Source: an optimization exercise on an open RTL-to-GDS flow (aim: small area and a short achievable clock period). Production flows keep margins and buffers that such runs may drop. Only simulation tests tie the RTL to the original design; equivalence was not proved. Power and IR drop assume default switching activity.

Design arm_datapath, start of the top module:
module arm_datapath(
	input CLK,
	input CLR,
	input [18:0] Ctrl,           
	input [31:0] MemDataOut,     
	output [31:0] MemAddress,    
	output [31:0] MemDataIn,     
	output [31:0] IR,            
	output [3:0] FlagsOut,       
	output Cond                  
);
For scale: about 2800 cells after synthesis, ~150 I/O pins.
==> module arm_datapath, before the edit <==
module arm_datapath(
	input CLK,
	input CLR,
	input [18:0] Ctrl,           
	input [31:0] MemDataOut,     
	output [31:0] MemAddress,    
	output [31:0] MemDataIn,     
	output [31:0] IR,            
	output [3:0] FlagsOut,       
	output Cond                  
);
wire FRLD  = Ctrl[18];
wire RFLD  = Ctrl[17];
wire IRLD  = Ctrl[16];
wire MARLD = Ctrl[15];
wire MDRLD = Ctrl[14];
wire [1:0] MA = Ctrl[11:10];
wire [1:0] MB = Ctrl[9:8];
wire MC = Ctrl[7];
wire MD = Ctrl[6];
wire ME = Ctrl[5];
wire [4:0] OPcu = Ctrl[4:0];
reg [31:0] IRq, MAR, MDR;
reg Zf, Nf, Cf, Vf;
assign IR = IRq;
assign MemAddress = MAR;
assign MemDataIn = MDR;
assign FlagsOut = {Zf, Nf, Cf, Vf};
wire [31:0] rq [0:15];
wire [31:0] res;
wire [31:0] resg = CLR ? 32'h00000000 : res;
wire [3:0] waddr = MC ? 4'hF : IRq[15:12];
wire [15:0] wdec = 16'h0001 << waddr;
wire [15:0] wen = CLR ? 16'hFFFF : (RFLD ? wdec : 16'h0000);
genvar g;
generate
	for (g = 0; g < 16; g = g + 1) begin : rf
		reg [31:0] q;
		always @(posedge CLK)
			if (wen[g]) q <= resg;
		assign rq[g] = q;
	end
endgenerate
wire [15:0] dRn = 16'h0001 << IRq[19:16];
wire [15:0] dRd = 16'h0001 << IRq[15:12];
wire [15:0] dRm = 16'h0001 << IRq[3:0];
wire [15:0] sel1 = ({16{MA == 2'd0}} & dRn) | ({16{MA == 2'd1}} & dRd) | ({16{MA == 2'd2}} & 16'h8000) | ({16{MA == 2'd3}} & 16'h0001);
reg [31:0] PA, PB;
integer i;
always @(*) begin
	PA = 32'h00000000;
	PB = 32'h00000000;
	for (i = 0; i < 16; i = i + 1) begin
		PA = PA | ({32{sel1[i]}} & rq[i]);
		PB = PB | ({32{dRm[i]}} & rq[i]);
	end
end
wire [2:0] cls = IRq[27:25];
wire isImmRot = (cls == 3'b001);
wire isShift  = (cls == 3'b000) && !IRq[4];
wire isBr     = (cls == 3'b101);
wire [4:0] sh = IRq[11:7];
wire [1:0] st = IRq[6:5];
wire [4:0] ramt = isImmRot ? {1'b0, IRq[10:8], 1'b0} :
                  (st == 2'b00) ? (5'd0 - sh) : sh;
wire [31:0] r0 = isImmRot ? {24'h000000, IRq[7:0]} : PB;
wire [31:0] r1 = ramt[0] ? {r0[0],    r0[31:1]}  : r0;
wire [31:0] r2 = ramt[1] ? {r1[1:0],  r1[31:2]}  : r1;
wire [31:0] r3 = ramt[2] ? {r2[3:0],  r2[31:4]}  : r2;
wire [31:0] r4 = ramt[3] ? {r3[7:0],  r3[31:8]}  : r3;
wire [31:0] r5 = ramt[4] ? {r4[15:0], r4[31:16]} : r4;
wire [31:0] lomask = ~(32'hFFFFFFFF << sh);    
wire [31:0] himask = ~(32'hFFFFFFFF >> sh);    
wire [31:0] mzero = (st == 2'b00) ? lomask : (st == 2'b01) ? himask : 32'h00000000;
wire [31:0] mone  = (st == 2'b10) ? himask : 32'h00000000;
wire [31:0] K2 = isBr ? {{6{IRq[23]}}, IRq[23:0], 2'b00} : {20'h00000, IRq[11:0]};
wire [31:0] keepv  = isShift ? ~mzero : {32{isImmRot}};
wire [31:0] fillv = isShift ? mone : (isImmRot ? 32'h00000000 : K2);
wire [31:0] SO = (r5 & keepv) | fillv;
wire [31:0] A = PA;
wire [4:0] op = MD ? OPcu : {1'b0, IRq[24:21]};
wire Cin = Cf;
reg invB, ci, invS, cinv, four;
reg s_sum, s_and, s_xor, s_or, s_q, s_a;
always @(*) begin
	invB = 1'b0; ci = 1'b0; invS = 1'b0; cinv = 1'b0; four = 1'b0;
	s_sum = 1'b0; s_and = 1'b0; s_xor = 1'b0; s_or = 1'b0; s_q = 1'b0; s_a = 1'b0;
	case (op)
		5'd0, 5'd8:          s_and = 1'b1;
		5'd1, 5'd9:          s_xor = 1'b1;
		5'd2, 5'd10: begin invB = 1'b1; ci = 1'b1; cinv = 1'b1; s_sum = 1'b1; end
		5'd3:        begin invB = 1'b1; ci = 1'b0; invS = 1'b1; s_sum = 1'b1; end
		5'd4, 5'd11, 5'd18:  s_sum = 1'b1;
		5'd5:        begin ci = Cin; s_sum = 1'b1; end
		5'd6:        begin invB = 1'b1; ci = Cin; cinv = 1'b1; s_sum = 1'b1; end
		5'd7:        begin invB = 1'b1; ci = ~Cin; invS = 1'b1; s_sum = 1'b1; end
		5'd12:               s_or = 1'b1;
		5'd13:               s_q = 1'b1;
		5'd14:       begin invB = 1'b1; s_and = 1'b1; end
		5'd15:       begin invB = 1'b1; s_q = 1'b1; end
		5'd16:               s_a = 1'b1;
		5'd17:       begin four = 1'b1; s_sum = 1'b1; end
		default: ;
	endcase
end
wire m0 = (MB == 2'd0) & ~four;
wire m1 = (MB == 2'd1) & ~four;
wire m2 = (MB == 2'd2) & ~four;
wire [31:0] Bsel = ({32{m0}} & PB) | ({32{m1}} & SO) | ({32{m2}} & MDR);
wire [31:0] Q = (Bsel ^ {32{invB}}) | {29'h0, four, 2'b00};
wire [33:0] s2 = {1'b0, A, 1'b1} + {1'b0, Q, ci};
wire [31:0] sum = s2[32:1];
assign res = ({32{s_sum}} & (sum ^ {32{invS}})) |
             ({32{s_and}} & (A & Q)) |
             ({32{s_xor}} & (A ^ Q)) |
             ({32{s_or}}  & (A | Q)) |
             ({32{s_q}}   & Q) |
             ({32{s_a}}   & A);
wire Cnew = s_sum & (s2[33] ^ cinv);
wire Nnew = res[31];
wire Znew = (res == 32'h00000000);
wire Vnew = Cin ^ Cnew;
always @(posedge CLK) begin
	if (CLR | FRLD) begin
		Zf <= ~CLR & Znew;
		Nf <= ~CLR & Nnew;
		Cf <= ~CLR & Cnew;
		Vf <= ~CLR & Vnew;
	end
	if (CLR | IRLD)  IRq <= CLR ? 32'h00000000 : MemDataOut;
	if (CLR | MARLD) MAR <= resg;
	if (CLR | MDRLD) MDR <= CLR ? 32'h00000000 : (ME ? res : MemDataOut);
end
reg c;
always @(*) begin
	case (IRq[31:28])
		4'b0000: c = Zf;
		4'b0001: c = ~Zf;
		4'b0010: c = Cf;
		4'b0011: c = ~Cf;
		4'b0100: c = Nf;
		4'b0101: c = ~Nf;
		4'b0110: c = Vf;
		4'b0111: c = ~Vf;
		4'b1000: c = Cf & ~Zf;
		4'b1001: c = ~Cf | Zf;
		4'b1010: c = (Nf == Vf);
		4'b1011: c = (Nf != Vf);
		4'b1100: c = ~Zf & (Nf == Vf);
		4'b1101: c = Zf | (Nf != Vf);
		4'b1110: c = 1'b1;
		default: c = 1'b0;
	endcase
end
assign Cond = c;
endmodule
export LEC_CHECK = 0
export CAP_MARGIN = 20
export CORE_MARGIN = 2
export CORE_UTILIZATION = 40
export SETUP_SLACK_MARGIN = 5
export SLEW_MARGIN = 20
create_clock -name core_clock -period 12.0 [get_ports {CLK}]
standard.sh (not shown) runs the stock make flow with config.mk's settings and CLKGATE_MAP_FILE= SYNTH_SCRIPT=/design/flow/synth_recipe.tcl, a recipe that flattens the netlist after the stock synthesis.
==> flow/flow/run.sh <==
#!/bin/bash
# Own flow: the standard layout, with one change in synthesis: ABC maps
# with flow/abc_map.script instead of ORFS's abc_speed.script. Everything else
# (Yosys passes, flattening, renaming, floorplan to finish) is the standard flow.
set -euo pipefail
W=$(pwd)
# ORFS synth.tcl with the ABC script swapped right after its preamble
sed "s#^source \$::env(SCRIPTS_DIR)/synth_preamble.tcl\$#&\nset abc_args [lreplace \$abc_args 1 1 $W/flow/abc_map.script]#" \
  "$FLOW_HOME/scripts/synth.tcl" > "$W/synth_mod.tcl"
grep -q "abc_map.script" "$W/synth_mod.tcl"
# synth_recipe.tcl sourcing the modified synth.tcl
sed "s#^source \$::env(SCRIPTS_DIR)/synth.tcl\$#source $W/synth_mod.tcl#" \
  "$W/synth_recipe.tcl" > "$W/own_synth.tcl"
grep -q "synth_mod.tcl" "$W/own_synth.tcl"
# standard.sh with the synthesis script replaced
sed "s#$W/synth_recipe.tcl#$W/own_synth.tcl#g" "$W/standard.sh" > "$W/own_standard.sh"
grep -q "own_synth.tcl" "$W/own_standard.sh"
bash "$W/own_standard.sh" > "$W/flow_make.log" 2>&1
==> flow/flow/abc_map.script <==
strash
&get -n
&st
&dch
&nf -a
&put
topo
stime -c
Then changed:
--- a/flow/design.v
+++ b/flow/design.v
@@ -80,24 +80,25 @@
 wire [31:0] A = PA;
 wire [4:0] op = MD ? OPcu : {1'b0, IRq[24:21]};
 wire Cin = Cf;
-reg invB, ci, invS, cinv, four;
-reg s_sum, s_and, s_xor, s_or, s_q, s_a;
+reg invA, ci, invS, cinv, four;
+reg s_sum, s_and, s_xor, s_or, s_bic, s_mov, s_mvn, s_a;
 always @(*) begin
-	invB = 1'b0; ci = 1'b0; invS = 1'b0; cinv = 1'b0; four = 1'b0;
-	s_sum = 1'b0; s_and = 1'b0; s_xor = 1'b0; s_or = 1'b0; s_q = 1'b0; s_a = 1'b0;
+	invA = 1'b0; ci = 1'b0; invS = 1'b0; cinv = 1'b0; four = 1'b0;
+	s_sum = 1'b0; s_and = 1'b0; s_xor = 1'b0; s_or = 1'b0;
+	s_bic = 1'b0; s_mov = 1'b0; s_mvn = 1'b0; s_a = 1'b0;
 	case (op)
 		5'd0, 5'd8:          s_and = 1'b1;
 		5'd1, 5'd9:          s_xor = 1'b1;
-		5'd2, 5'd10: begin invB = 1'b1; ci = 1'b1; cinv = 1'b1; s_sum = 1'b1; end
-		5'd3:        begin invB = 1'b1; ci = 1'b0; invS = 1'b1; s_sum = 1'b1; end
+		5'd2, 5'd10: begin invA = 1'b1; ci = 1'b0; invS = 1'b1; s_sum = 1'b1; end
+		5'd3:        begin invA = 1'b1; ci = 1'b1; cinv = 1'b1; s_sum = 1'b1; end
 		5'd4, 5'd11, 5'd18:  s_sum = 1'b1;
 		5'd5:        begin ci = Cin; s_sum = 1'b1; end
-		5'd6:        begin invB = 1'b1; ci = Cin; cinv = 1'b1; s_sum = 1'b1; end
-		5'd7:        begin invB = 1'b1; ci = ~Cin; invS = 1'b1; s_sum = 1'b1; end
+		5'd6:        begin invA = 1'b1; ci = ~Cin; invS = 1'b1; s_sum = 1'b1; end
+		5'd7:        begin invA = 1'b1; ci = Cin; cinv = 1'b1; s_sum = 1'b1; end
 		5'd12:               s_or = 1'b1;
-		5'd13:               s_q = 1'b1;
-		5'd14:       begin invB = 1'b1; s_and = 1'b1; end
-		5'd15:       begin invB = 1'b1; s_q = 1'b1; end
+		5'd13:               s_mov = 1'b1;
+		5'd14:               s_bic = 1'b1;
+		5'd15:               s_mvn = 1'b1;
 		5'd16:               s_a = 1'b1;
 		5'd17:       begin four = 1'b1; s_sum = 1'b1; end
 		default: ;
@@ -106,19 +107,26 @@
 wire m0 = (MB == 2'd0) & ~four;
 wire m1 = (MB == 2'd1) & ~four;
 wire m2 = (MB == 2'd2) & ~four;
-wire [31:0] Bsel = ({32{m0}} & PB) | ({32{m1}} & SO) | ({32{m2}} & MDR);
-wire [31:0] Q = (Bsel ^ {32{invB}}) | {29'h0, four, 2'b00};
-wire [33:0] s2 = {1'b0, A, 1'b1} + {1'b0, Q, ci};
+wire [31:0] B = ({32{m0}} & PB) | ({32{m1}} & SO) | ({32{m2}} & MDR);
+wire [31:0] Q = B | {29'h0, four, 2'b00};
+wire [31:0] P = A ^ {32{invA}};
+wire [33:0] s2 = {1'b0, P, 1'b1} + {1'b0, Q, ci};
 wire [31:0] sum = s2[32:1];
-assign res = ({32{s_sum}} & (sum ^ {32{invS}})) |
-             ({32{s_and}} & (A & Q)) |
-             ({32{s_xor}} & (A ^ Q)) |
-             ({32{s_or}}  & (A | Q)) |
-             ({32{s_q}}   & Q) |
-             ({32{s_a}}   & A);
+wire [31:0] lres = ({32{s_and}} & (A & B)) |
+                   ({32{s_xor}} & (A ^ B)) |
+                   ({32{s_or}}  & (A | B)) |
+                   ({32{s_bic}} & (A & ~B)) |
+                   ({32{s_mov}} & B) |
+                   ({32{s_mvn}} & ~B) |
+                   ({32{s_a}}   & A);
+assign res = ({32{s_sum}} & (sum ^ {32{invS}})) | lres;
 wire Cnew = s_sum & (s2[33] ^ cinv);
 wire Nnew = res[31];
-wire Znew = (res == 32'h00000000);
+wire [31:0] t  = P ^ Q;
+wire [31:0] kf = {P[30:0] | Q[30:0], ci};
+wire [31:0] kr = {P[30:0] & Q[30:0], ci};
+wire zsum = invS ? &(t ^ kr) : &(~(t ^ kf));
+wire Znew = s_sum ? zsum : (lres == 32'h00000000);
 wire Vnew = Cin ^ Cnew;
 always @(posedge CLK) begin
 	if (CLR | FRLD) begin
After rerunning: The changed run completed without violations. Worst setup slack improved by 0.72 ns. Final area rose by about 3.3%. Worst hold slack gains 0.029 ns. Clock power goes up by about 6%. Register-to-register slack improves by 0.72 ns. Maximum frequency rises by 10%. Wire length goes up by 4.3%. Cell count goes up by about 6.5%. Non-clock buffer count goes down by 64. Synthesized area goes up by about 8%. Sequential cell count is unchanged. Die area rises by 7.5%. Via count went up by 5.7%.

## re-timing with driven ports
The flow's constraints put no driver on any port. The routed layouts listed below were extracted and timed again, unchanged, in two steps.
Step 1 sets driving cells, clkbuf_16 on the clock port and buf_2 on the other inputs (assumed; they add their load-dependent delay and slew).
Step 2 also shifts input and output timing later by t, the mid clock arrival at the registers, as if the neighbouring blocks saw the same clock.
Three values: ideal ports, drivers, drivers and shift; two values: the first two.
run | t (ns) | setup slack, ns | clock arrival spread, ns | pins driven straight from the clock port
the first run | 0.701 | 4.165 / 4.165 / 3.571 | 0.049 / 0.049 | 1
the second run | 0.698 | 4.889 / 4.889 / 4.248 | 0.073 / 0.072 | 1
After both steps setup and hold are still met in every run listed. The setup slack of the second run, which loses most, moves by 0.000 ns with the drivers and by -0.641 ns with both steps.
